Source: an optimization exercise on an open RTL-to-GDS flow (aim: small area, a short achievable clock period and few clock cycles). Production flows keep margins and buffers that such runs may drop. The RTL was checked by simulation tests, not by an equivalence proof against the original design.

==> job 5809 <==
==> flow/design.v <==
module procik (clock, reset,
               mem_addr, mem_din, mem_dout, mem_csb, mem_web, halted);
input clock, reset;
output [7:0] mem_addr;
output [15:0] mem_din;
input [15:0] mem_dout;
output mem_csb, mem_web;
output halted;
localparam [2:0] S_A = 3'd0, S_B = 3'd1, S_C = 3'd2, S_C2 = 3'd3, S_D = 3'd4, S_H = 3'd5;
reg [2:0] state;
reg [7:0] addr_q;       
reg [7:0] pc;           
reg csb_q, web_q;
reg [15:0] din_q;
reg halted_q;
reg stale_q;            
reg ld_q;               
reg [2:0] ldr_q;        
reg wb_q;               
reg [2:0] wbr_q;        
reg [15:0] r [0:7];     
reg [7:0] valid;
assign mem_addr = addr_q;
assign mem_din = din_q;
assign mem_csb = csb_q;
assign mem_web = web_q;
assign halted = halted_q;
wire is_load  = (mem_dout[15:12] == 4'd1);
wire is_store = (mem_dout[15:12] == 4'd2);
wire is_halt  = !is_load && !is_store;
wire [2:0] rsel = mem_dout[10:8];
wire [15:0] rdata = valid[rsel] ? r[rsel] : 16'd0;
wire [7:0] inc = pc + 8'd1;
wire hazard = ld_q && is_store && (ldr_q == rsel);
always @(posedge clock)
  if (wb_q) r[wbr_q] <= mem_dout;
always @(posedge clock or posedge reset)
  if (reset) valid <= 8'd0;
  else if (wb_q) valid[wbr_q] <= 1'b1;
always @(posedge clock)
  din_q <= (state == S_C2) ? mem_dout : rdata;
always @(posedge clock)
  wbr_q <= ldr_q;
always @(posedge clock)
  if (state == S_B || state == S_C) ldr_q <= rsel;
always @(posedge clock or posedge reset)
  if (reset) begin
    state <= S_A;
    addr_q <= 8'd0;
    pc <= 8'd0;
    csb_q <= 1'b0;
    web_q <= 1'b1;
    halted_q <= 1'b0;
    stale_q <= 1'b0;
    ld_q <= 1'b0;
    wb_q <= 1'b0;
  end else begin
    wb_q <= ld_q;
    ld_q <= 1'b0;
    case (state)
      S_A: begin
        addr_q <= inc;
        pc <= inc;
        csb_q <= 1'b0;
        web_q <= 1'b1;
        state <= S_B;
      end
      S_B: begin
        if (is_halt) begin
          csb_q <= 1'b1;
          web_q <= 1'b1;
          halted_q <= 1'b1;
          state <= S_H;
        end else begin
          addr_q <= mem_dout[7:0];
          csb_q <= 1'b0;
          web_q <= !is_store;
          ld_q <= is_load;
          stale_q <= is_store && (mem_dout[7:0] == addr_q);
          state <= S_C;
        end
      end
      S_C: begin
        if (stale_q) begin
          addr_q <= pc;
          csb_q <= 1'b0;
          web_q <= 1'b1;
          state <= S_A;
        end else if (is_halt) begin
          csb_q <= 1'b1;
          web_q <= 1'b1;
          halted_q <= 1'b1;
          state <= S_H;
        end else begin
          addr_q <= mem_dout[7:0];
          pc <= inc;
          if (hazard) begin
            csb_q <= 1'b1;
            web_q <= 1'b1;
            state <= S_C2;
          end else begin
            csb_q <= 1'b0;
            web_q <= !is_store;
            ld_q <= is_load;
            state <= S_D;
          end
        end
      end
      S_C2: begin
        csb_q <= 1'b0;
        web_q <= 1'b0;
        state <= S_D;
      end
      S_D: begin
        addr_q <= pc;
        csb_q <= 1'b0;
        web_q <= 1'b1;
        state <= S_A;
      end
      default: begin
        csb_q <= 1'b1;
        web_q <= 1'b1;
      end
    endcase
  end
endmodule
==> flow/run.sh <==
#!/bin/bash
# synth_recipe.tcl (not shown) runs the flow's synth.tcl, then flattens the netlist and writes it again
# the make line also repeats each setting of config.mk as NAME=value (left out here)
make -C /OpenROAD-flow-scripts/flow DESIGN_CONFIG=/design/flow/config.mk WORK_HOME=/design/flow/orfs CLKGATE_MAP_FILE= SYNTH_SCRIPT=/design/flow/synth_recipe.tcl finish
==> flow/config.mk <==
export PLATFORM = sky130hd
export DESIGN_NAME = procik
export DESIGN_NICKNAME = procik
export VERILOG_FILES = /design/flow/design.v
export SDC_FILE = /design/flow/constraint.sdc
export NUM_CORES = 4
export LEC_CHECK = 0
export CAP_MARGIN = 20
export CORE_MARGIN = 2
export CORE_UTILIZATION = 40
export SLEW_MARGIN = 20
==> flow/constraint.sdc <==
create_clock -name core_clock -period 5.0 [get_ports {clock}]
set_input_delay 1.0000 -clock core_clock [delete_from_list [all_inputs] [get_ports {clock}]]
set_output_delay 1.0000 -clock core_clock [all_outputs]
set_load 0.01 [all_outputs]
==> job 5293 (differences from job 5809) <==
--- a/flow/config.mk
+++ b/flow/config.mk
@@ -10,2 +10,3 @@
 export CORE_UTILIZATION = 40
+export SETUP_SLACK_MARGIN = 2.5
 export SLEW_MARGIN = 20
==> job 4212 (differences from job 5809) <==
--- a/flow/config.mk
+++ b/flow/config.mk
@@ -9,3 +9,5 @@
 export CORE_MARGIN = 2
-export CORE_UTILIZATION = 40
+export CORE_UTILIZATION = 60
+export PLACE_DENSITY = 0.7
+export SETUP_SLACK_MARGIN = 3.0
 export SLEW_MARGIN = 20
==> impl_metrics.yaml <==
status:
  outcome: "finished clean"
setup_path:
  cpPeakStageDelay_ns: 0.52
  crit_buf_inv: 1
  cp-startpoint: "web_q"
  cp_cell_sequence: "clkdlybuf4s50_1"
layout:
  design_area_um2: 8970
  clockNetworkAreaShare_pct: 5.88
die:
  tap_cells: 234
sta:
  tightestPinTransition_ns: 0.717
(the above is from job 5293)
==> impl_metrics.yaml <==
status:
  outcome: "finished clean"
clock_network:
  cts.reportedPaths.clkPinSlew_ns: 0.06
  postCtsHoldBufs: 0
detailed_routing:
  wl_met1_um: 6710
setup_path:
  cp_cell_sequence: "buf_16 > mux2_4 > mux4_2 > o21ai_4 > buf_6 > buf_12 > o21ai_2"
  crit_buf_inv: 3
  cp-startpoint: "mem_dout[8]"
yosys:
  synth_cell_types: 59
power_and_ir_drop:
  power_w: 0.00398
die:
  tap_cells: 172
layout:
  design_area_um2: 9190
sta:
  tightestPinTransition_ns: 0.615
(the above is from job 4212)
==> impl_metrics.yaml <==
die:
  tap_cells: 234
setup_path:
  crit_arrival_ns: 3.43
  cpPeakStageDelay_ns: 0.58
  cp_cell_sequence: "clkdlybuf4s50_1 > buf_4 > clkinv_1 > mux4_2 > o21ai_2 > o21ai_0"
  crit_buf_inv: 3
layout:
  clockNetworkAreaShare_pct: 5.99
  design_area_um2: 8810
status:
  outcome: "finished clean"
sta:
  tightestPinTransition_ns: 1.00
(the above is from job 5809)
Testbench counts of job 5809, summed over its fixed seeds: cycles 8,284.
Testbench counts of job 5293, summed over its fixed seeds: cycles 8,284.
Testbench counts of job 4212, summed over its fixed seeds: cycles 8,284.

-- re-timing with driven ports --
How much do the figures lean on ideal ports? The routed layouts below were timed once more, with nothing changed but the port constraints.
Step 1 assumes that a clkbuf_16 drives the clock port and a buf_2 every other input.
Step 2 times the ports against the registers' clock, not the clock port: input delays grow and output delays shrink by t, the midpoint of the rising clock arrivals with the driver on.
Slacks: ideal ports / drivers / drivers and shift; pairs: ideal ports / drivers.
run | t, ns | slack for setup (ns) | worst setup path at the end | slew at the worst register clock pin (ns)
job 5809 | 0.458 | 1.829 / 1.841 / 1.383 | input to register | 0.06 / 0.06
job 5293 | 0.459 | 2.530 / 2.491 / 2.163 | input to register | 0.07 / 0.07
job 4212 | 0.458 | 2.915 / 2.876 / 2.418 | input to register | 0.07 / 0.07
After both steps every run listed still meets setup and hold. For job 4212, which loses most, drivers alone change the setup slack by -0.039 ns; drivers and shift together by -0.497 ns.
